Context: an optimization exercise on an open-source flow, tuned for small area. The choices shown serve that exercise and are no tape-out recipe.
Where RTL was checked, it was by simulation tests only, not by an equivalence proof against the original.
For run 2, only the layout was checked, not whether the RTL still works.
Power and IR drop assume default switching activity.

==> flow/design.v <==
module i2c_Slave (
    input scl,
    input clk,
    input rst,
    input sda_i,
    output sda_oe,
    output reg busy,
    output reg ack_err,
    output reg done
);
    reg [7:0] mem [0:127];
    reg [7:0] r_addr;
    reg [6:0] addr;
    reg [7:0] dout, din;
    reg r_mem, w_mem;
    reg sda_t;
    reg sda_en;
    reg [3:0] bitcnt;
    reg [3:0] state;
    localparam IDLE = 0, READ_ADDR = 1, SEND_ACK1 = 2, SEND_DATA = 3,
               MASTER_ACK = 4, READ_DATA = 5, SEND_ACK2 = 6,
               WAIT_P = 7, DETECT_STOP = 8;
    integer i;
    always @(posedge clk) begin
        if (rst) begin
            for (i = 0; i < 128; i = i + 1)
                mem[i] <= i;
            dout <= 0;
        end else begin
            if (r_mem)
                dout <= mem[addr];
            if (w_mem)
                mem[addr] <= din;
        end
    end
    reg sda_prev;
    reg scl_prev;
    always @(posedge clk) begin
        if (rst) begin
            sda_prev <= 1;
            scl_prev <= 1;
        end else begin
            sda_prev <= sda_i;
            scl_prev <= scl;
        end
    end
    wire start_condition = (sda_prev == 1 && sda_i == 0 && scl_prev && scl);
    wire stop_condition  = (sda_prev == 0 && sda_i == 1 && scl_prev && scl);
    wire scl_rise = !scl_prev && scl;
    wire scl_fall = scl_prev && !scl;
    always @(posedge clk) begin
        if (rst) begin
            bitcnt <= 0;
            state <= IDLE;
            r_addr <= 0;
            sda_en <= 0;
            sda_t <= 0;
            addr <= 0;
            r_mem <= 0;
            w_mem <= 0;
            din <= 0;
            ack_err <= 0;
            done <= 0;
            busy <= 0;
        end else begin
            r_mem <= 0;
            w_mem <= 0;
            done <= 0;
            if (start_condition) begin
                busy <= 1;
                state <= READ_ADDR;
                bitcnt <= 0;
                sda_en <= 0;
            end else if (stop_condition && state != IDLE) begin
                busy <= 0;
                done <= (state == DETECT_STOP);
                sda_en <= 0;
                state <= IDLE;
            end else begin
                case (state)
                    IDLE: begin
                        sda_en <= 0;
                    end
                    READ_ADDR: begin
                        if (bitcnt < 8) begin
                            if (scl_rise) begin
                                r_addr <= {r_addr[6:0], sda_i};
                                bitcnt <= bitcnt + 1;
                            end
                        end else if (scl_fall) begin
                            addr <= r_addr[7:1];
                            r_mem <= r_addr[0];
                            state <= SEND_ACK1;
                            sda_en <= 1;
                            sda_t <= 0;
                            bitcnt <= 0;
                        end
                    end
                    SEND_ACK1: begin
                        if (scl_fall) begin
                            if (r_addr[0]) begin
                                sda_en <= 1;
                                sda_t <= dout[7];
                                state <= SEND_DATA;
                            end else begin
                                sda_en <= 0;
                                state <= READ_DATA;
                            end
                        end
                    end
                    READ_DATA: begin
                        if (bitcnt < 8) begin
                            if (scl_rise) begin
                                din <= {din[6:0], sda_i};
                                bitcnt <= bitcnt + 1;
                            end
                        end else if (scl_fall) begin
                            w_mem <= 1;
                            state <= SEND_ACK2;
                            bitcnt <= 0;
                            sda_en <= 1;
                            sda_t <= 0;
                        end
                    end
                    SEND_ACK2: begin
                        if (scl_fall) begin
                            sda_en <= 0;
                            state <= DETECT_STOP;
                        end
                    end
                    SEND_DATA: begin
                        if (scl_fall) begin
                            if (bitcnt == 7) begin
                                bitcnt <= 0;
                                sda_en <= 0;
                                state <= MASTER_ACK;
                            end else begin
                                sda_t <= dout[6 - bitcnt];
                                bitcnt <= bitcnt + 1;
                            end
                        end
                    end
                    MASTER_ACK: begin
                        if (scl_rise) begin
                            ack_err <= (sda_i == 0) ? 1 : 0;
                            state <= DETECT_STOP;
                        end
                    end
                    DETECT_STOP: begin
                    end
                    default: state <= IDLE;
                endcase
            end
        end
    end
    assign sda_oe = sda_en && sda_t == 0;
endmodule
==> flow/run.sh <==
#!/bin/bash
# synth_recipe.tcl (not shown) runs the flow's synth.tcl, then flattens the netlist and writes it again
# the make line also repeats each setting of config.mk as NAME=value (left out here)
make -C /OpenROAD-flow-scripts/flow DESIGN_CONFIG=/design/flow/config.mk WORK_HOME=/design/flow/orfs CLKGATE_MAP_FILE= SYNTH_SCRIPT=/design/flow/synth_recipe.tcl finish
==> flow/config.mk <==
export PLATFORM = sky130hd
export DESIGN_NAME = i2c_Slave
export DESIGN_NICKNAME = i2c_Slave
export VERILOG_FILES = /design/flow/design.v
export SDC_FILE = /design/flow/constraint.sdc
export NUM_CORES = 4
export LEC_CHECK = 0
export CAP_MARGIN = 20
export CORE_MARGIN = 2
export CORE_UTILIZATION = 40
export SLEW_MARGIN = 20
==> flow/constraint.sdc <==
create_clock -name core_clock -period 10.0 [get_ports {clk}]
set_input_delay 2.0000 -clock core_clock [delete_from_list [all_inputs] [get_ports {clk}]]
set_output_delay 2.0000 -clock core_clock [all_outputs]
set_load 0.01 [all_outputs]
==> results of run 1 <==
[state kept, by name (all words and copies together), names as in the netlist, 4 cells and up]
| name | flops |
|---|---|
| r_addr | 8 |
| dout | 8 |
| bitcnt | 4 |
| state | 4 |
| mem | 1024 |
| din | 8 |
| addr | 7 |
[report_power, final]
group / switching [mW] / internal [mW]
Combinational: 0.148 / 0.0886
Sequential: 0.0787 / 5.11
Clock: 1.79 / 2.46
[through the flow]
stage               power, mW   util
detailed placement       5.52  0.413
floorplan                5.41      -
global placement         5.51  0.413
CTS                      9.71  0.443
finish                   9.68  0.443
global route             9.92  0.443
[cell type report]
class,instances,area [µm²]
antenna,3,7.51
sequential,1072,31800
multi-input combinational,2270,16800
tap,1637,2050
clock inverter,75,800
fill,11000,69000
clock buffer,132,2910
timing repair buffer,71,602
inverter,10,37.5
[cell usage in the layout (no fill, tap or decap), drive strengths merged, types with 60 or more instances in the layout]
cell type / count
edfxtp: 1024
and2: 566
or3: 430
nor2: 210
mux4: 146
or2: 132
clkbuf: 132
a221oi: 129
nand2: 129
buf: 65
a21oi: 60
[worst max-delay path, delay by kind of cell]
family | cells | cell delay (ns)
buf+inv | 2 | 0.75
simple gates | 4 | 2.03
[worst max-delay path by stage]
stage | from | end | cells past startpoint
floorplan | rst | mem[41][0] | 7
global placement | rst | mem[6][1] | 5
detailed placement | rst | mem[6][3] | 5
CTS | addr[1] | dout[0] | 8
global route | rst | mem[70][2] | 5
finish | rst | mem[12][6] | 6
[synthesized netlist by cell type, types with 5 or more instances]
master and number:
a21o_1 6, nand3_1 20, o21ai_0 46, and2_1 566
a211o_1 5, a221o_1 21, buf_2 67, a31oi_1 16
clkbuf_1 277, a22oi_1 30, a221oi_1 129, nor3_1 13
mux2i_1 35, a2111oi_0 9, buf_4 18, and3b_1 5
buf_1 17, a21oi_1 60, nor2b_1 15, edfxtp_1 1024
mux4_2 146, a211oi_1 5, mux2_2 40, o21a_1 5
nor3b_1 5, nand2b_1 35, a22o_1 21, o211ai_1 6
dfxtp_1 48, and3_1 35, o221ai_1 8, inv_1 7
o22a_1 5, nor2_1 210, a311oi_1 8, o22ai_1 9
nand2_1 129, mux2_1 6, or2_2 128, or3_1 430
[layer usage]
layer	vias up	global-route usage
met4	12	0.0827
met5	-	0
met3	270	0.0389
met2	1414	0.357
li1	13700	-
met1	16000	0.315
[cells by family (layout without fill, tap and decap cells)]
family | after synthesis | after routing | share of synthesized area
simple gates | 1614 | 1614 | 0.185
flops | 1072 | 1072 | 0.633
compound gates | 427 | 427 | 0.0647
buf+inv | 394 | 288 | 0.0332
mux | 227 | 227 | 0.0830
fa+ha+maj | 2 | 2 | 0.000500
other cells | 0 | 3 | 0
==> flow_metrics.py, run 1 <==
metrics = {
    "drt": {
        "avgViaCountPerCell": 5.94,
        "ant_nets": 0,
        "drcViolationCount": 0,
        "wire_per_inst_um": 27.6,
        "dr_wl_met2_um": 67500,
        "wl_met3_um": 12100,
        "drt-pass1-iter-count": 6,
        "drtIter0Drc": 3642,
        "vias": 31300,
        "top_layer_used": "met5",
        "drt-met1-wl_um": 60600,
        "routed_wl_um": 145000,
    },
    "yosys": {
        "synthCells": 3736,
        "yosysWarningCount": 1,
        "synth.area.top_cells": "edfxtp_1 (61%), and2_1 (7.1%), mux4_2 (6.6%)",
        "synth_top_area_frac": 0.614,
        "ys_async_sr_fraction": 0,
        "synth_ff_type": "edfxtp_1",
        "yosys.area.top_type": "edfxtp_1",
        "synth.avg_cell_area_um2": 13.4,
        "synth_edf_count": 1024,
        "synth-seq-cells": 1072,
        "synth_fp_nets": 3742,
        "synth_area_um2": 50100,
        "synth_cell_type_count": 72,
        "ys_seq_area_frac": 0.633,
    },
    "finish": {
        "fin_area_um2": 55000,
        "fin_cells": 5270,
        "layout.nets": 3542,
        "area_growth_syn_to_layout_pct": 9.81,
        "drive_gt1_frac": 0.161,
    },
    "worst_setup_path": {
        "r2r_setup_slack_ns": 5.77,
        "crit_fanout": 62,
        "start_kind": "input port",
        "worst-setup-path-type": "in2reg",
        "cp-end-kind": "register",
        "slowest_stage": "nor2b_2",
        "rr_worst_depth": 6,
        "reg2reg_to": "mem[1][2]",
        "r2r_start": "addr[2]",
        "path_cells": "buf_6, nor2b_2, nand2_2, buf_4, nor2_1, or2_2",
        "worst_ep_required_time_ns": 10.40,
        "critPathArrivalTime_ns": 4.86,
        "cp_slowest_stage_delay_ns": 0.70,
    },
    "placement": {
        "gp_congestion": 0.834,
        "place_area_um2": 51200,
        "dp.cells": 5060,
        "port_buffers": 7,
        "hpwl_um": 85400,
        "pre_cts_ws_ns": 4.87,
    },
    "global_route": {
        "grt_first_pass_wirelength_um": 213000,
        "grt_pass1_vias": 30900,
        "globalRoute.totalOverflow": 0,
        "grt_usage": 0.226,
        "grt_max_degree": 109,
        "antenna_found_initial": 9,
    },
    "sta": {
        "fin_crit_sh": 0.447,
        "whs_ns": 0.459,
        "slew_headroom": 0.254,
        "fin_worst_skew_ns": 0.0326,
        "fin_ws_ns": 5.53,
        "maxSlewViolCount": 0,
        "rsz0062_at_grt": "no",
        "fin_crit_ns": 4.47,
        "tightest_slew_ns": 1.12,
        "fin_setup_tns_ns": 0,
        "clock.fmax_mhz": 224,
        "setup_violations": 0,
        "finalHoldViolations": 0,
    },
    "floorplan": {
        "start_util": 0.404,
        "floorplan.die_area_um2": 128000,
        "fp.dieH_um": 358,
        "io_pins": 8,
        "placementRows": 129,
        "die_x_um": 358,
        "coreArea_um2": 124000,
    },
    "hold_path": {
        "holdPathEnd": "r_addr[7]",
        "whs_path_depth": 2,
        "hp-start": "r_addr[7]",
        "min_path_type": "reg2reg",
    },
    "clock_network": {
        "cts.htree.levels": 3,
        "cts_tree": "done",
        "clk_pin_slew_ns": 0.06,
        "postCtsResizedCells": 0,
        "cts_root_buf": "clkbuf_16",
        "cts_hold_buf": 0,
        "clock-sinks": 1072,
        "cts_setup_buffers": 0,
        "numCtsBuffers": 111,
        "clk_latency_ns": 0.72,
        "clk_path_buf_depth": 3,
    },
    "power": {
        "ir_drop_v": 0.000140,
        "leakage_nw": 17.4,
        "powerDensity_nw_per_um2": 176,
    },
    "run": {
        "maxCapViolCount": 0,
    },
    "outcome": {
        "status": "no timing/DRC/antenna violations",
    },
}
==> run 2: changes to the inputs <==
--- a/flow/design.v
+++ b/flow/design.v
@@ -8,11 +8,13 @@
     output reg ack_err,
     output reg done
 );
-    reg [7:0] mem [0:127];
+    reg [1023:0] m;       
+    reg [3:0] c;          
+    reg fl;               
+    reg pw;               
     reg [7:0] r_addr;
     reg [6:0] addr;
-    reg [7:0] dout, din;
-    reg r_mem, w_mem;
+    reg [7:0] din;
     reg sda_t;
     reg sda_en;
     reg [3:0] bitcnt;
@@ -20,19 +22,32 @@
     localparam IDLE = 0, READ_ADDR = 1, SEND_ACK1 = 2, SEND_DATA = 3,
                MASTER_ACK = 4, READ_DATA = 5, SEND_ACK2 = 6,
                WAIT_P = 7, DETECT_STOP = 8;
-    integer i;
+    wire hit = pw && (addr[3:0] == ~c);
+    integer r, p;
+    always @(posedge clk) begin
+        for (r = 0; r < 8; r = r + 1) begin
+            for (p = 15; p > 0; p = p - 1)
+                m[(r*16+p)*8 +: 8] <= m[(r*16+p-1)*8 +: 8];
+            if (fl)
+                m[(r*16)*8 +: 8] <= {1'b0, r[2:0], ~c};
+            else if (hit && addr[6:4] == r)
+                m[(r*16)*8 +: 8] <= din;
+            else
+                m[(r*16)*8 +: 8] <= m[(r*16+15)*8 +: 8];
+        end
+    end
     always @(posedge clk) begin
         if (rst) begin
-            for (i = 0; i < 128; i = i + 1)
-                mem[i] <= i;
-            dout <= 0;
+            c <= 0;
+            fl <= 1;
         end else begin
-            if (r_mem)
-                dout <= mem[addr];
-            if (w_mem)
-                mem[addr] <= din;
+            c <= c + 1;
+            if (c == 15)
+                fl <= 0;
         end
     end
+    wire [3:0] rpos = addr[3:0] + c;
+    wire [7:0] rbyte = m[{addr[6:4], rpos} * 8 +: 8];
     reg sda_prev;
     reg scl_prev;
     always @(posedge clk) begin
@@ -56,16 +71,15 @@
             sda_en <= 0;
             sda_t <= 0;
             addr <= 0;
-            r_mem <= 0;
-            w_mem <= 0;
+            pw <= 0;
             din <= 0;
             ack_err <= 0;
             done <= 0;
             busy <= 0;
         end else begin
-            r_mem <= 0;
-            w_mem <= 0;
             done <= 0;
+            if (hit)
+                pw <= 0;
             if (start_condition) begin
                 busy <= 1;
                 state <= READ_ADDR;
@@ -89,7 +103,6 @@
                             end
                         end else if (scl_fall) begin
                             addr <= r_addr[7:1];
-                            r_mem <= r_addr[0];
                             state <= SEND_ACK1;
                             sda_en <= 1;
                             sda_t <= 0;
@@ -100,7 +113,7 @@
                         if (scl_fall) begin
                             if (r_addr[0]) begin
                                 sda_en <= 1;
-                                sda_t <= dout[7];
+                                sda_t <= rbyte[7];
                                 state <= SEND_DATA;
                             end else begin
                                 sda_en <= 0;
@@ -115,7 +128,7 @@
                                 bitcnt <= bitcnt + 1;
                             end
                         end else if (scl_fall) begin
-                            w_mem <= 1;
+                            pw <= 1;
                             state <= SEND_ACK2;
                             bitcnt <= 0;
                             sda_en <= 1;
@@ -135,7 +148,7 @@
                                 sda_en <= 0;
                                 state <= MASTER_ACK;
                             end else begin
-                                sda_t <= dout[6 - bitcnt];
+                                sda_t <= rbyte[6 - bitcnt];
                                 bitcnt <= bitcnt + 1;
                             end
                         end
==> flow_metrics.py, run 2 <==
metrics = {
    "outcome": {
        "status": "no timing/DRC/antenna violations",
    },
    "finish": {
        "final_cell_mix": "dfxtp_1 (1067), mux4_2 (251), nand2_1 (161)",
        "largest_registers": "m (1024), din (8), r_addr (8)",
        "layout.nets": 2171,
        "fin_util": 0.457,
        "area_growth_syn_to_layout_pct": 13.5,
        "drive_gt1_frac": 0.212,
        "fin_area_um2": 36700,
        "final_common_cell": "dfxtp_1",
        "largest_reg_flops": 1024,
        "antennaDiodeCount": 0,
        "largest-register": "m",
    },
    "yosys": {
        "synth_cell_type_count": 67,
        "synth_fp_nets": 2153,
        "synth.area.top_cells": "dfxtp_1 (66%), mux4_2 (17%), mux2i_1 (3.8%)",
        "yosys-top-cells-count": "dfxtp_1 (1068), mux4_2 (251), nand2_1 (162)",
        "synth_edf_count": 0,
        "synth_ff_type": "dfxtp_1",
        "post-synth-top-count-cell": "dfxtp_1",
        "yosysWarningCount": 1,
        "synth-seq-cells": 1068,
        "ys_async_sr_fraction": 0,
        "synth.avg_cell_area_um2": 15.1,
        "yosys.area.top_type": "dfxtp_1",
        "synth_area_um2": 32300,
        "ys_seq_area_frac": 0.661,
        "synthCells": 2142,
        "synth_top_area_frac": 0.661,
    },
    "worst_setup_path": {
        "worst-setup-path-type": "reg2reg",
        "rr_worst_depth": 10,
        "reg2reg_to": "sda_t",
        "start_kind": "register",
        "crit_fanout": 114,
        "r2r_start": "c[0]",
        "r2r_setup_slack_ns": 5.11,
        "crit_start": "c[0]",
        "endpoint": "sda_t",
        "worst_ep_required_time_ns": 10.54,
        "critPathArrivalTime_ns": 5.42,
        "cp-end-kind": "register",
    },
    "floorplan": {
        "placementRows": 104,
        "coreArea_um2": 80300,
        "fp.dieH_um": 288,
        "die_x_um": 288,
        "floorplan.die_area_um2": 83100,
        "io_pins": 8,
        "start_util": 0.403,
    },
    "placement": {
        "hpwl_um": 41700,
        "place_area_um2": 33400,
        "pre_cts_ws_ns": 5.01,
        "port_buffers": 7,
        "gp_congestion": 0.790,
    },
    "sta": {
        "fin_setup_tns_ns": 0,
        "clock.fmax_mhz": 205,
        "slew_headroom": 0.255,
        "tightest_slew_ns": 1.11,
        "fin_crit_ns": 4.89,
        "fin_ws_ns": 5.11,
        "setup_violations": 0,
        "fin_crit_sh": 0.489,
        "maxSlewViolCount": 0,
        "rsz0062_at_grt": "no",
        "fin_worst_skew_ns": 0.0185,
        "finalHoldViolations": 0,
    },
    "global_route": {
        "antenna_found_initial": 1,
        "grt_first_pass_wirelength_um": 110000,
        "grt_usage": 0.173,
        "grt_pass1_vias": 18200,
        "grt_max_degree": 128,
        "globalRoute.totalOverflow": 0,
    },
    "power": {
        "clkPwrFrac": 0.440,
        "power_switching_mw": 1.86,
        "switching_share": 0.217,
        "comb_power_share": 0.041,
        "p_int_mw": 6.72,
        "p_seq_frac": 0.520,
        "finalPower_mw": 8.58,
        "powerDensity_nw_per_um2": 234,
        "ir_drop_v": 0.000155,
        "leakage_nw": 13.7,
    },
    "drt": {
        "wire_per_inst_um": 21.4,
        "drcViolationCount": 0,
        "drt-pass1-iter-count": 7,
        "avgViaCountPerCell": 5.18,
        "vias": 17100,
        "routed_wl_um": 70600,
        "drtIter0Drc": 942,
        "ant_nets": 0,
    },
    "clock_network": {
        "cts_setup_buffers": 0,
        "cts.htree.levels": 3,
        "cts_hold_buf": 0,
        "clock-sinks": 1068,
        "numCtsBuffers": 101,
        "clk_latency_ns": 0.67,
        "clk_pin_slew_ns": 0.07,
        "cts_tree": "done",
        "postCtsResizedCells": 0,
        "clk_path_buf_depth": 3,
        "cts_root_buf": "clkbuf_16",
    },
    "hold_path": {
        "min_path_type": "reg2reg",
        "whs_path_depth": 0,
    },
    "run": {
        "maxCapViolCount": 0,
    },
}
run 2: kinds of logic (layout without fill, tap and decap cells):
family | after synthesis | after routing | synth area share
multiplexers | 396 | 396 | 0.225
AO/OA/AOI/OAI | 155 | 155 | 0.0319
flip-flops | 1068 | 1068 | 0.661
XOR/XNOR | 6 | 6 | 0.00186
adder cells (fa/ha/maj) | 7 | 7 | 0.00294
buffers and inverters | 135 | 235 | 0.0242
AND/OR/NAND/NOR | 375 | 375 | 0.0527
run 2: cell type report:
type / instances / area (µm²)
Clock buffer: 153 / 2940
Timing Repair Buffer: 38 / 353
Sequential cell: 1068 / 21400
Inverter: 12 / 45.0
Multi-Input combinational cell: 939 / 10300
Fill cell: 6888 / 43600
Tap cell: 1060 / 1330
Clock inverter: 32 / 395
run 2: metrics by stage:
stage               hold WS [ns]  std cells
finish                     0.339       3302
global route               0.345       3302
CTS                        0.342       3302
detailed placement         0.331       3117
global placement           0.328       3117
floorplan                  0.323       2142
run 2: critical path, stage by stage, from the launching register on:
cell	delay, ns
dfxtp_1	0.37
ha_4	0.64
buf_4	0.81
buf_12	0.65
mux4_2	0.61
mux4_2	0.45
o2111a_1	0.24
nand3_1	0.15
o311ai_0	0.23
o311ai_0	0.22
o21ai_1	0.10
run 2: how the worst min path moves through the flow:
stage | from | slack, ns | endpoint
final | m[202] | 0.34 | m[210]
after global routing | m[803] | 0.35 | m[811]
after CTS | m[1011] | 0.34 | m[1019]
after detailed placement | m[803] | 0.33 | m[811]
after global placement | m[459] | 0.33 | m[467]
after floorplan | m[112] | 0.32 | m[120]
run 2: power groups by stage:
stage | Combinational (mW) | Sequential [mW] | Clock [mW]
final | 0.348 | 4.46 | 3.77
after global routing | 0.375 | 4.47 | 4.03
after CTS | 0.355 | 4.46 | 3.85
after detailed placement | 0.353 | 4.55 | 0
after global placement | 0.352 | 4.54 | 0
after floorplan | 0.294 | 4.52 | 0
run 2: layer usage:
metal / vias up / track usage / routed length (µm)
met5: - / 0 / 13
met4: 2 / 0.0600 / 2130
met3: 123 / 0.0408 / 3970
met2: 372 / 0.274 / 32800
met1: 8746 / 0.234 / 31700
li1: 7847 / - / -
==> run 3: changes to the inputs <==
--- a/flow/design.v
+++ b/flow/design.v
@@ -12,7 +12,9 @@
     reg [3:0] c;          
     reg fl;               
     reg pw;               
-    reg [7:0] r_addr;
+    reg [6:0] a7;         
+    reg rw;               
+    reg [7:0] cap;        
     reg [6:0] addr;
     reg [7:0] din;
     reg sda_t;
@@ -46,8 +48,26 @@
                 fl <= 0;
         end
     end
-    wire [3:0] rpos = addr[3:0] + c;
-    wire [7:0] rbyte = m[{addr[6:4], rpos} * 8 +: 8];
+    wire [3:0] rpos = a7[3:0] + c;
+    wire [2:0] rr = a7[6:4];
+    reg [7:0] nxt;
+    always @(*) begin
+        nxt = cap;
+        if (rpos[1:0] == 0) nxt[7] = m[({rr, rpos[3:2], 2'b00}) * 8 + 7];
+        if (rpos == 0 || rpos == 6 || rpos == 11) nxt[6] = m[({rr, rpos}) * 8 + 6];
+        if (rpos[2:0] == 0) begin
+            nxt[5] = m[({rr, rpos[3], 3'b000}) * 8 + 5];
+            nxt[4] = m[({rr, rpos[3], 3'b000}) * 8 + 4];
+            nxt[3] = m[({rr, rpos[3], 3'b000}) * 8 + 3];
+            nxt[2] = m[({rr, rpos[3], 3'b000}) * 8 + 2];
+        end
+        if (rpos == 0) begin
+            nxt[1] = m[({rr, 4'b0000}) * 8 + 1];
+            nxt[0] = m[({rr, 4'b0000}) * 8 + 0];
+        end
+    end
+    always @(posedge clk)
+        cap <= nxt;
     reg sda_prev;
     reg scl_prev;
     always @(posedge clk) begin
@@ -67,7 +87,8 @@
         if (rst) begin
             bitcnt <= 0;
             state <= IDLE;
-            r_addr <= 0;
+            a7 <= 0;
+            rw <= 0;
             sda_en <= 0;
             sda_t <= 0;
             addr <= 0;
@@ -98,11 +119,14 @@
                     READ_ADDR: begin
                         if (bitcnt < 8) begin
                             if (scl_rise) begin
-                                r_addr <= {r_addr[6:0], sda_i};
+                                if (bitcnt[2:0] == 7)
+                                    rw <= sda_i;
+                                else
+                                    a7 <= {a7[5:0], sda_i};
                                 bitcnt <= bitcnt + 1;
                             end
                         end else if (scl_fall) begin
-                            addr <= r_addr[7:1];
+                            addr <= a7;
                             state <= SEND_ACK1;
                             sda_en <= 1;
                             sda_t <= 0;
@@ -111,9 +135,9 @@
                     end
                     SEND_ACK1: begin
                         if (scl_fall) begin
-                            if (r_addr[0]) begin
+                            if (rw) begin
                                 sda_en <= 1;
-                                sda_t <= rbyte[7];
+                                sda_t <= nxt[7];
                                 state <= SEND_DATA;
                             end else begin
                                 sda_en <= 0;
@@ -148,7 +172,7 @@
                                 sda_en <= 0;
                                 state <= MASTER_ACK;
                             end else begin
-                                sda_t <= rbyte[6 - bitcnt];
+                                sda_t <= nxt[6 - bitcnt];
                                 bitcnt <= bitcnt + 1;
                             end
                         end
--- a/flow/config.mk
+++ b/flow/config.mk
@@ -8,4 +8,7 @@
 export CAP_MARGIN = 20
 export CORE_MARGIN = 2
 export CORE_UTILIZATION = 40
+export CTS_BUF_LIST = sky130_fd_sc_hd__clkbuf_8
+export CTS_CLUSTER_DIAMETER = 50
+export CTS_CLUSTER_SIZE = 18
 export SLEW_MARGIN = 20
==> flow_metrics.py, run 3 <==
metrics = {
    "finish": {
        "final_common_cell": "dfxtp_1",
        "fillCellCount": 5749,
        "layout.nets": 1725,
        "seqCellArea_um2": 21500,
        "area_growth_syn_to_layout_pct": 8.73,
        "fin_cells": 2600,
        "multi_input_area_um2": 4380,
        "largest_reg_flops": 1024,
        "final_cell_mix": "dfxtp_1 (1074), mux2i_1 (99), clkbuf_8 (80)",
        "largest_registers": "m (1024), cap (8), din (8)",
        "largest-register": "m",
        "drive_gt1_frac": 0.106,
    },
    "yosys": {
        "synth.area.top_cells": "dfxtp_1 (82%), mux4_2 (4.2%), mux2i_1 (3.8%)",
        "synth_top_area_frac": 0.821,
        "synth_fp_nets": 1691,
        "yosys.area.top_type": "dfxtp_1",
        "synth.avg_cell_area_um2": 15.6,
        "synth_area_um2": 26200,
        "synth_ff_type": "dfxtp_1",
        "synthCells": 1679,
        "yosysWarningCount": 1,
        "synth_cell_type_count": 67,
        "yosys-top-cells-count": "dfxtp_1 (1076), mux2i_1 (99), nor2_1 (68)",
        "ys_seq_area_frac": 0.821,
        "synth-seq-cells": 1076,
        "synth_edf_count": 0,
        "post-synth-top-count-cell": "dfxtp_1",
        "ys_async_sr_fraction": 0,
    },
    "sta": {
        "tightest_slew_ns": 1.01,
        "clock.fmax_mhz": 254,
        "fin_crit_ns": 3.93,
        "fin_worst_skew_ns": 0.0228,
        "fin_setup_tns_ns": 0,
        "slew_headroom": 0.322,
        "whs_ns": 0.316,
        "fin_crit_sh": 0.393,
        "finalHoldViolations": 0,
        "setup_violations": 0,
        "fin_ws_ns": 6.07,
        "maxSlewViolCount": 0,
        "rsz0062_at_grt": "no",
    },
    "global_route": {
        "grt_usage": 0.132,
        "use_met1": 0.188,
        "antenna_found_initial": 1,
        "globalRoute.totalOverflow": 0,
        "grt_max_degree": 45,
        "grt_first_pass_wirelength_um": 68600,
        "busiest_layer": "met2",
        "grt_pass1_vias": 11800,
        "use_met3": 0.0307,
        "gr-usage-met2": 0.195,
    },
    "floorplan": {
        "floorplan.die_area_um2": 67700,
        "fp.dieH_um": 260,
        "io_pins": 8,
        "die_x_um": 260,
        "coreArea_um2": 64700,
        "start_util": 0.406,
        "placementRows": 93,
    },
    "power": {
        "powerDensity_nw_per_um2": 232,
        "ir_drop_v": 0.0000955,
        "leakage_nw": 11.3,
    },
    "drt": {
        "routed_wl_um": 43200,
        "drcViolationCount": 0,
        "vias": 11700,
        "avgViaCountPerCell": 4.48,
        "drtIter0Drc": 703,
        "wire_per_inst_um": 16.6,
        "ant_nets": 0,
        "drt-pass1-iter-count": 7,
    },
    "clock_network": {
        "clock-sinks": 1076,
        "cts_root_buf": "clkbuf_8",
        "cts_setup_buffers": 0,
        "cts.htree.levels": 3,
        "numCtsBuffers": 75,
        "cts_hold_buf": 0,
        "clk_latency_ns": 0.68,
        "clk_pin_slew_ns": 0.10,
        "cts_tree": "done",
        "clk_path_buf_depth": 3,
        "postCtsResizedCells": 0,
    },
    "run": {
        "maxCapViolCount": 0,
    },
    "placement": {
        "gp_congestion": 0.830,
        "pre_cts_ws_ns": 5.92,
        "dp.cells": 2491,
        "hpwl_um": 26400,
        "port_buffers": 7,
    },
    "worst_setup_path": {
        "worst_ep_required_time_ns": 10.60,
        "crit_cells": 12,
        "reg2reg_to": "sda_t",
        "crit_fanout": 32,
        "path_cells": "ha_2, fa_1, buf_4, nor2_2, nand2_1, or2_1, a31oi_1, a22oi_1, o211ai_2, nor3b_1, o31a_1, o31ai_1",
        "r2r_setup_slack_ns": 6.07,
        "r2r_start": "c[0]",
        "cp_top_family": "compound AO/OA/AOI/OAI gates",
        "endpoint": "sda_t",
        "cp-end-kind": "register",
        "rr_worst_depth": 12,
        "start_kind": "register",
        "critPathBufInv": 1,
        "slowest_stage": "dfxtp_1",
        "crit_start": "c[0]",
        "worst-setup-path-type": "reg2reg",
        "cp_slowest_stage_delay_ns": 0.51,
        "critPathArrivalTime_ns": 4.53,
    },
    "hold_path": {
        "min_path_type": "reg2reg",
    },
    "outcome": {
        "status": "no timing/DRC/antenna violations",
    },
}
run 3: cell count changes after synthesis, moves of 14 or more:
cell / delta
mux4_2: -202
nand2_1: -110
buf_2: -35
mux2i_1: -24
nand3_1: -20
buf_6: -18
nand4_1: -16
a21oi_1: -14
run 3: kinds of logic (layout without fill, tap and decap cells):
logic type                 count (synthesis)  count (layout)  share of synthesized area
other                                      0               1                          0
and+or+nand+nor                          230             230                     0.0435
adders and majority gates                  8               8                    0.00410
buffers and inverters                     68             133                     0.0121
xor gates and xnor gates                  10              10                    0.00391
AOI/OAI and AO/OA                        133             133                     0.0330
muxes                                    154             154                     0.0824
DFF                                     1076            1076                      0.821
run 3: cell type report:
cell class                      instances  area share
Antenna cell                            1   0.0000877
Inverter                                6    0.000789
Clock buffer                           80      0.0386
Tap cell                              855      0.0375
Timing Repair Buffer                   19     0.00561
Sequential cell                      1076       0.755
Multi-Input combinational cell        535       0.154
Clock inverter                         28     0.00864
run 3: how the worst min path moves through the flow:
stage / startpoint / endpoint / cells past startpoint / slack (ns)
2_1_floorplan: m[992] / m[1000] / 0 / 0.31
3_3_place_gp: m[466] / m[474] / 0 / 0.31
3_5_place_dp: m[145] / m[153] / 0 / 0.31
4_1_cts: m[116] / m[124] / 0 / 0.32
5_1_grt: m[957] / m[965] / 0 / 0.32
6_report: m[693] / m[701] / 0 / 0.32
run 3: worst reg2reg max path: stages (launching register included):
cell and delay (ns):
dfxtp_1 0.51, ha_2 0.27, fa_1 0.45, buf_4 0.30, nor2_2 0.30, nand2_1 0.38, or2_1 0.37, a31oi_1 0.26
a22oi_1 0.15, o211ai_2 0.23, nor3b_1 0.09, o31a_1 0.34, o31ai_1 0.22
run 3: through the flow:
step	total power [mW]	utilization	instance area, µm²
2_1_floorplan	4.60	-	26200
4_1_cts	6.71	0.441	28500
3_3_place_gp	4.63	0.420	27200
6_report	6.62	0.441	28500
3_5_place_dp	4.64	0.420	27200
5_1_grt	6.90	0.441	28500
run 3: where the power goes:
part,internal (mW),switching (mW)
Clock,0.809,1.27
Combinational,0.0316,0.0464
Sequential,4.42,0.0399
run 3: per-layer routing:
metal,routed length (µm),share of wire
met1,21700,0.50
met2,18300,0.42
met3,2030,0.047
met4,1200,0.028
met5,0,0
==> run 4: changes to the inputs <==
--- a/flow/config.mk
+++ b/flow/config.mk
@@ -8,7 +8,4 @@
 export CAP_MARGIN = 20
 export CORE_MARGIN = 2
 export CORE_UTILIZATION = 40
-export CTS_BUF_LIST = sky130_fd_sc_hd__clkbuf_8
-export CTS_CLUSTER_DIAMETER = 50
-export CTS_CLUSTER_SIZE = 18
 export SLEW_MARGIN = 20
==> flow_metrics.py, run 4 <==
metrics = {
    "global_route": {
        "grt_max_degree": 45,
        "globalRoute.totalOverflow": 0,
        "grt_first_pass_wirelength_um": 70800,
        "grt_usage": 0.136,
        "grt_pass1_vias": 12200,
        "antenna_found_initial": 0,
    },
    "yosys": {
        "yosysWarningCount": 1,
        "ys_async_sr_fraction": 0,
        "synth-seq-cells": 1076,
        "post-synth-top-count-cell": "dfxtp_1",
        "yosys-top-cells-count": "dfxtp_1 (1076), mux2i_1 (99), nor2_1 (68)",
        "ys_seq_area_frac": 0.821,
        "synth_fp_nets": 1691,
        "synth_area_um2": 26200,
        "synth_top_area_frac": 0.821,
        "synthCells": 1679,
        "yosys.area.top_type": "dfxtp_1",
        "synth_ff_type": "dfxtp_1",
        "synth_cell_type_count": 67,
        "synth.area.top_cells": "dfxtp_1 (82%), mux4_2 (4.2%), mux2i_1 (3.8%)",
        "synth.avg_cell_area_um2": 15.6,
        "synth_edf_count": 0,
    },
    "finish": {
        "largest_reg_flops": 1024,
        "antennaDiodeCount": 0,
        "drive_gt1_frac": 0.138,
        "final_common_cell": "dfxtp_1",
        "largest-register": "m",
        "largest_registers": "m (1024), cap (8), din (8)",
        "fillCellCount": 5518,
        "fin_cells": 2665,
        "area_growth_syn_to_layout_pct": 16.4,
        "layout.nets": 1745,
        "final_cell_mix": "dfxtp_1 (1074), mux2i_1 (99), clkbuf_16 (97)",
    },
    "power": {
        "ir_drop_v": 0.000120,
        "power_switching_mw": 1.64,
        "powerDensity_nw_per_um2": 273,
        "p_seq_frac": 0.535,
        "p_int_mw": 6.71,
        "switching_share": 0.196,
        "comb_power_share": 0.009,
        "clkPwrFrac": 0.456,
        "leakage_nw": 12.3,
    },
    "clock_network": {
        "clock-sinks": 1076,
        "cts.htree.levels": 3,
        "cts_hold_buf": 0,
        "clk_latency_ns": 0.65,
        "numCtsBuffers": 95,
        "clk_path_buf_depth": 3,
        "cts_root_buf": "clkbuf_16",
        "cts_tree": "done",
        "clk_pin_slew_ns": 0.06,
        "cts_setup_buffers": 0,
        "postCtsResizedCells": 0,
    },
    "drt": {
        "routed_wl_um": 44800,
        "avgViaCountPerCell": 4.48,
        "drt-pass1-iter-count": 5,
        "ant_nets": 0,
        "drtIter0Drc": 684,
        "vias": 11900,
        "wire_per_inst_um": 16.8,
        "drcViolationCount": 0,
    },
    "sta": {
        "maxSlewViolCount": 0,
        "rsz0062_at_grt": "no",
        "slew_headroom": 0.314,
        "fin_worst_skew_ns": 0.0246,
        "fin_crit_sh": 0.390,
        "fin_ws_ns": 6.10,
        "setup_violations": 0,
        "clock.fmax_mhz": 256,
        "tightest_slew_ns": 1.03,
        "whs_ns": 0.314,
        "finalHoldViolations": 0,
        "fin_crit_ns": 3.90,
        "fin_setup_tns_ns": 0,
    },
    "floorplan": {
        "io_pins": 8,
        "start_util": 0.406,
        "fp.dieH_um": 260,
        "coreArea_um2": 64700,
        "die_x_um": 260,
        "placementRows": 93,
        "floorplan.die_area_um2": 67700,
    },
    "worst_setup_path": {
        "worst-setup-path-type": "reg2reg",
        "start_kind": "register",
        "crit_fanout": 32,
        "critPathArrivalTime_ns": 4.47,
        "cp-end-kind": "register",
        "worst_ep_required_time_ns": 10.57,
    },
    "placement": {
        "port_buffers": 7,
        "pre_cts_ws_ns": 5.92,
        "hpwl_um": 26400,
        "dp.cells": 2491,
        "gp_congestion": 0.830,
    },
    "run": {
        "maxCapViolCount": 0,
    },
    "outcome": {
        "status": "no timing/DRC/antenna violations",
    },
    "hold_path": {
        "min_path_type": "reg2reg",
    },
}
run 4: kinds of logic (layout without fill, tap and decap cells):
family | after synthesis | after routing | synth area share
xor+xnor | 10 | 10 | 0.00391
fa+ha+maj | 8 | 8 | 0.00410
mux | 154 | 154 | 0.0824
simple gates | 230 | 230 | 0.0435
compound gates | 133 | 133 | 0.0330
buf+inv | 68 | 199 | 0.0121
flops | 1076 | 1076 | 0.821
run 4: path summary, 6_finish.rpt:
| check | startpoint | endpoint | slack (ns) | cells after the start |
|---|---|---|---|---|
| setup / recovery | c[0] | sda_t | 6.10 | 12 |
| hold reg to reg | m[116] | m[124] | 0.31 | 0 |
| setup reg to reg | c[0] | sda_t | 6.10 | 12 |
| hold / removal | m[116] | m[124] | 0.31 | 0 |
run 4: worst max-delay path: stages, from the launching register on:
cell	delay, ns
dfxtp_1	0.49
ha_2	0.26
fa_1	0.44
buf_4	0.30
nor2_2	0.28
nand2_1	0.37
or2_1	0.36
a31oi_1	0.26
a22oi_1	0.15
o211ai_2	0.25
nor3b_1	0.08
o31a_1	0.34
o31ai_1	0.22
run 4: power groups by stage:
stage | registers (mW) | clock network, mW | logic (mW)
finish | 4.47 | 3.80 | 0.0779
global route | 4.48 | 4.06 | 0.0852
CTS | 4.47 | 3.88 | 0.0788
detailed placement | 4.56 | 0 | 0.0785
global placement | 4.56 | 0 | 0.0762
floorplan | 4.54 | 0 | 0.0588
run 4: final cells by class:
| class | instances | area [µm²] | area share |
|---|---|---|---|
| multi-input combinational | 535 | 4380 | 0.143 |
| inverter | 6 | 22.5 | 0.000737 |
| tap | 855 | 1070 | 0.0350 |
| timing repair buffer | 19 | 160 | 0.00524 |
| clock buffer | 126 | 2750 | 0.0899 |
| sequential | 1076 | 21500 | 0.705 |
| clock inverter | 48 | 627 | 0.0205 |
run 4: per-stage QoR:
stage | util | area [µm²] | total power, mW
2_1_floorplan | - | 26200 | 4.60
3_3_place_gp | 0.420 | 27200 | 4.63
4_1_cts | 0.472 | 30600 | 8.43
5_1_grt | 0.472 | 30600 | 8.62
6_report | 0.472 | 30600 | 8.35
3_5_place_dp | 0.420 | 27200 | 4.64
run 4: metal layers:
layer  routed length [µm]  global-route usage
met5                    0                   0
met4                 1210              0.0506
met3                 2090              0.0324
met2                19300               0.204
met1                22200               0.191

## afterwards: timing with drivers on the ports
Ports are ideal in the flow. The routed layouts listed here were re-timed in OpenROAD.
Step 1: set_driving_cell puts a clkbuf_16 on clk and a buf_2 on each other input, an assumption about the parent block.
Step 2, shift: input delay + t, output delay - t, t = (earliest + latest rising clock arrival at the registers) / 2. This alone moves slack from input paths to output paths.
Slacks: no drivers / after step 1 / after step 2; pairs: no drivers / after step 1.
run	t (ns)	setup slack, ns	worst setup path at the end	cell pins on the clock port's net
run 1	0.772	5.531 / 5.572 / 4.800	input to register	1
run 2	0.728	5.114 / 5.114 / 5.114	register to register	1
run 3	0.724	6.069 / 6.069 / 5.843	input to register	1
run 4	0.692	6.096 / 6.096 / 5.836	input to register	1
After both steps setup and hold are still met in every run listed. The setup slack of run 1, which loses most, moves by +0.041 ns with the drivers and by -0.731 ns with both steps.
